Context: an optimization exercise on an open-source flow, tuned for small area, a short achievable clock period and few clock cycles. The choices shown serve that exercise and are no tape-out recipe.
Function was checked by simulation only, so behaviour that the tests miss may differ from the original.

==> flow/design.v <==
module dividor_rtl #(parameter SIZE=16)
		(
			input clk, rst, start,
			input [SIZE-1:0] a, b,
			output [SIZE-1:0] m,
			output [9:0] f,
			output done,
			output div0);
		localparam IDLE  = 3'd0;
		localparam FIRST = 3'd1;     
		localparam INT   = 3'd2;
		localparam MUL   = 3'd3;
		localparam FRAC  = 3'd4;
		localparam FIN   = 3'd5;
		reg [2:0] state;
		reg [2:0] cnt;           
		reg [15:0] b_r;
		reg [17:0] b3;           
		reg [15:0] p;            
		reg [15:0] q;            
		reg [9:0] fr;            
		reg [1:0] nb;            
		reg [3:0] la, lb;        
		reg short_r;             
		integer i;
		function [3:0] lead(input [15:0] x);
			begin
				lead[3] = |x[15:8];
				lead[2] = |x[15:12] | (~|x[15:8] & |x[7:4]);
				lead[1] = |x[15:14] | (~|x[15:12] & |x[11:10]) | (~|x[15:8] & |x[7:6])
				        | (~|x[15:4] & |x[3:2]);
				lead[0] = x[15] | (~|x[15:14] & x[13]) | (~|x[15:12] & x[11])
				        | (~|x[15:10] & x[9]) | (~|x[15:8] & x[7]) | (~|x[15:6] & x[5])
				        | (~|x[15:4] & x[3]) | (~|x[15:2] & x[1]);
			end
		endfunction
		wire az = la == 4'd0 && !q[0];      
		wire short = az || la < lb;
		wire [3:0] dl = la - lb;             
		wire [2:0] k = dl[3:1];              
		wire [31:0] a_sh = {2'b00, q, 14'd0} >> {k, 1'b0};
		wire [17:0] t = {p, nb};
		wire [18:0] d1 = {1'b0, t} - {3'b0, b_r};
		wire [18:0] d2 = {1'b0, t} - {2'b0, b_r, 1'b0};
		wire [18:0] d3 = {1'b0, t} - {1'b0, b3};
		wire [1:0] qq = !d3[18] ? 2'd3 : !d2[18] ? 2'd2 : !d1[18] ? 2'd1 : 2'd0;
		wire [15:0] p_step = !d3[18] ? d3[15:0] : !d2[18] ? d2[15:0] : !d1[18] ? d1[15:0] : t[15:0];
		wire [25:0] n1000 = {p, 10'd0} - {6'd0, p, 4'd0} - {7'd0, p, 3'd0};
		wire mul_now = (state == MUL) || (state == FIRST && short);
		always @(posedge clk or posedge rst)
			if (rst)
				state <= IDLE;
			else case (state)
				IDLE:  if (start) state <= FIRST;
				FIRST: state <= !short ? INT : (p == 16'd0) ? FIN : FRAC;
				INT:   if (cnt == 3'd0) state <= MUL;
				MUL:   state <= (p == 16'd0) ? FIN : FRAC;
				FRAC:  if (cnt == 3'd0) state <= FIN;
				default: state <= IDLE;
			endcase
		always @(posedge clk) begin
			b3 <= {1'b0, b_r, 1'b0} + {2'b0, b_r};
			la <= lead(a);
			lb <= lead(b);
			if (state == IDLE)
				b_r <= b;
			if (state == FIRST)
				short_r <= short;
			case (state)
				IDLE: begin
					p <= a;
					q <= a;
				end
				INT: begin
					p <= p_step;
					q <= {q[13:0], qq};
					cnt <= cnt - 3'd1;
				end
				FIRST, MUL: begin
					if (mul_now) begin
						p <= n1000[25:10];
						cnt <= 3'd4;
					end else begin
						p <= a_sh[31:16];
						q <= a_sh[15:0];
						cnt <= k;
					end
				end
				default: begin
					p <= p_step;
					cnt <= cnt - 3'd1;
				end
			endcase
			if (mul_now)
				nb <= n1000[9:8];
			else if (state == FIRST)
				nb <= a_sh[15:14];
			else if (state == INT)
				nb <= q[13:12];
			else
				nb <= fr[7:6];
			if (mul_now)
				fr <= n1000[9:0];
			else
				fr <= {fr[7:0], qq};
		end
		assign m = short_r ? 16'd0 : q;
		assign f = fr;
		assign done = (state == FIN);
		assign div0 = (b_r == 16'd0);
endmodule
export LEC_CHECK = 0
export CAP_MARGIN = 20
export CORE_MARGIN = 2
export CORE_UTILIZATION = 40
export SETUP_SLACK_MARGIN = 4.5
export SLEW_MARGIN = 20
create_clock -name core_clock -period 7.5 [get_ports {clk}]
standard.sh (not shown) runs the stock make flow with config.mk's settings and CLKGATE_MAP_FILE= SYNTH_SCRIPT=/design/flow/synth_recipe.tcl, a recipe that flattens the netlist after the stock synthesis.
==> flow/flow/run.sh <==
#!/bin/bash
# The standard layout flow, with the port buffers made from buf_2 cells
# instead of the default delay-buffer cells. Every input and output port
# still gets its own buffer.
set -e
export BUFFER_PORTS_ARGS="-buffer_cell sky130_fd_sc_hd__buf_2"
bash standard.sh > standard.log 2>&1
The first run ran to the end with no violations.
Testbench counts at the start, summed over its fixed seeds: cycles 15,606.
Rerun with:
- SETUP_SLACK_MARGIN: 4.5 -> 4.7
After rerunning:
- cell count climbs by about 3.2%
- cell area climbs by 9.1%
- global-route usage climbs by 1.1 points
- critical path depth drops by 2
- die area does not change
- worst hold slack is better by 0.0055 ns
- wire length climbs by 7.9%
- sequential cell count stays the same
- non-clock buffer count climbs by 47
Rerun with:
==> flow/run.sh (new file) <==
#!/bin/bash
# synth_recipe.tcl (not shown) runs the flow's synth.tcl, then flattens the netlist and writes it again
# the make line also repeats each setting of config.mk as NAME=value (left out here)
make -C /OpenROAD-flow-scripts/flow DESIGN_CONFIG=/design/flow/config.mk WORK_HOME=/design/flow/orfs CLKGATE_MAP_FILE= SYNTH_SCRIPT=/design/flow/synth_recipe.tcl finish
- SETUP_SLACK_MARGIN: 4.7 -> 4.3
removed: flow/flow/run.sh
removed: flow/standard.sh
The changed run finished with timing, DRC and antenna clean.
Global-route usage drops by 1.0 points.
Design area drops by roughly a tenth.
Utilization drops by 5.5 points.
Via count drops by a few percent.
Die area is unchanged.
Wire length drops by roughly a tenth.
Sequential share of layout area climbs by 2.0 points.
Non-clock buffer count drops by 82.
Rerun with:
- SETUP_SLACK_MARGIN: 4.3 -> 4.45
What happened: Fmax went up by 3.9%. Hold slack is about the same. Cell area went up by about 3.6%. Core utilization went up by 1.7 points. First-iteration DRC count went down by 7.2%. Setup slack is better by 0.12 ns. Routed wire length went up by about 3.5%. Die area is unchanged.

* * *

RTL: the design.v shown in full above, as it stands there.
==> flow/config.mk <==
export PLATFORM = sky130hd
export DESIGN_NAME = dividor_rtl
export DESIGN_NICKNAME = dividor_rtl
export VERILOG_FILES = /design/flow/design.v
export SDC_FILE = /design/flow/constraint.sdc
export NUM_CORES = 4
export LEC_CHECK = 0
export CAP_MARGIN = 20
export CORE_MARGIN = 2
export CORE_UTILIZATION = 40
export SETUP_SLACK_MARGIN = 4.3
export SLEW_MARGIN = 20
==> flow/constraint.sdc <==
create_clock -name core_clock -period 7.5 [get_ports {clk}]
set_input_delay 1.5000 -clock core_clock [delete_from_list [all_inputs] [get_ports {clk}]]
set_output_delay 1.5000 -clock core_clock [all_outputs]
set_load 0.01 [all_outputs]
==> flow/flow/run.sh <==
#!/bin/bash
# The standard layout flow, with the port buffers made from buf_2 cells
# instead of the default delay-buffer cells. Every input and output port
# still gets its own buffer.
set -e
export BUFFER_PORTS_ARGS="-buffer_cell sky130_fd_sc_hd__buf_2"
bash standard.sh > standard.log 2>&1
The starting point finished with timing, DRC and antenna clean.
Testbench counts at the start, summed over its fixed seeds: cycles 15,606.
Change:
==> flow/run.sh (new file) <==
#!/bin/bash
# synth_recipe.tcl (not shown) runs the flow's synth.tcl, then flattens the netlist and writes it again
# the make line also repeats each setting of config.mk as NAME=value (left out here)
make -C /OpenROAD-flow-scripts/flow DESIGN_CONFIG=/design/flow/config.mk WORK_HOME=/design/flow/orfs CLKGATE_MAP_FILE= SYNTH_SCRIPT=/design/flow/synth_recipe.tcl finish
CORE_UTILIZATION = 30   (was 40)
removed: flow/flow/run.sh
removed: flow/standard.sh
Effect:
- worst setup slack is worse by 37 ps
- cell area is higher by 5.9%
- wire length increases by 3.0%

==> port drivers added, routing unchanged <==
Ports are ideal in the flow. The routed layouts listed here were re-timed in OpenROAD.
Step 1: set_driving_cell puts a clkbuf_16 on clk and a buf_2 on each other input, an assumption about the parent block.
Step 2, shift: input delay + t, output delay - t, t = (earliest + latest rising clock arrival at the registers) / 2. This alone moves slack from input paths to output paths.
Three values: ideal, step 1, step 2; two values: the first two.
run | shift t [ns] | setup slack, ns | worst hold slack (ns) | worst setup path after step 2 | latest minus earliest clock arrival (ns)
the first run of note 1 | 0.404 | 4.488 / 4.488 / 4.488 | 0.441 / 0.441 / 0.441 | register to register | 0.012 / 0.012
the second run of note 1 | 0.406 | 4.416 / 4.416 / 4.416 | 0.446 / 0.446 / 0.446 | register to register | 0.016 / 0.016
the third run of note 1 | 0.403 | 4.345 / 4.335 / 4.264 | 0.456 / 0.456 / 0.456 | input to register | 0.007 / 0.008
the fourth run of note 1 | 0.404 | 4.463 / 4.426 / 4.311 | 0.453 / 0.453 / 0.453 | input to register | 0.012 / 0.012
the first run of note 2 | 0.400 | 4.358 / 4.355 / 4.358 | 0.447 / 0.447 / 0.447 | register to register | 0.010 / 0.009
the second run of note 2 | 0.404 | 4.321 / 4.321 / 4.242 | 0.451 / 0.451 / 0.451 | input to register | 0.017 / 0.018
After both steps every run listed still meets setup and hold. The setup slack of the fourth run of note 1, which loses most, moves by -0.037 ns with the drivers and by -0.152 ns with both steps.
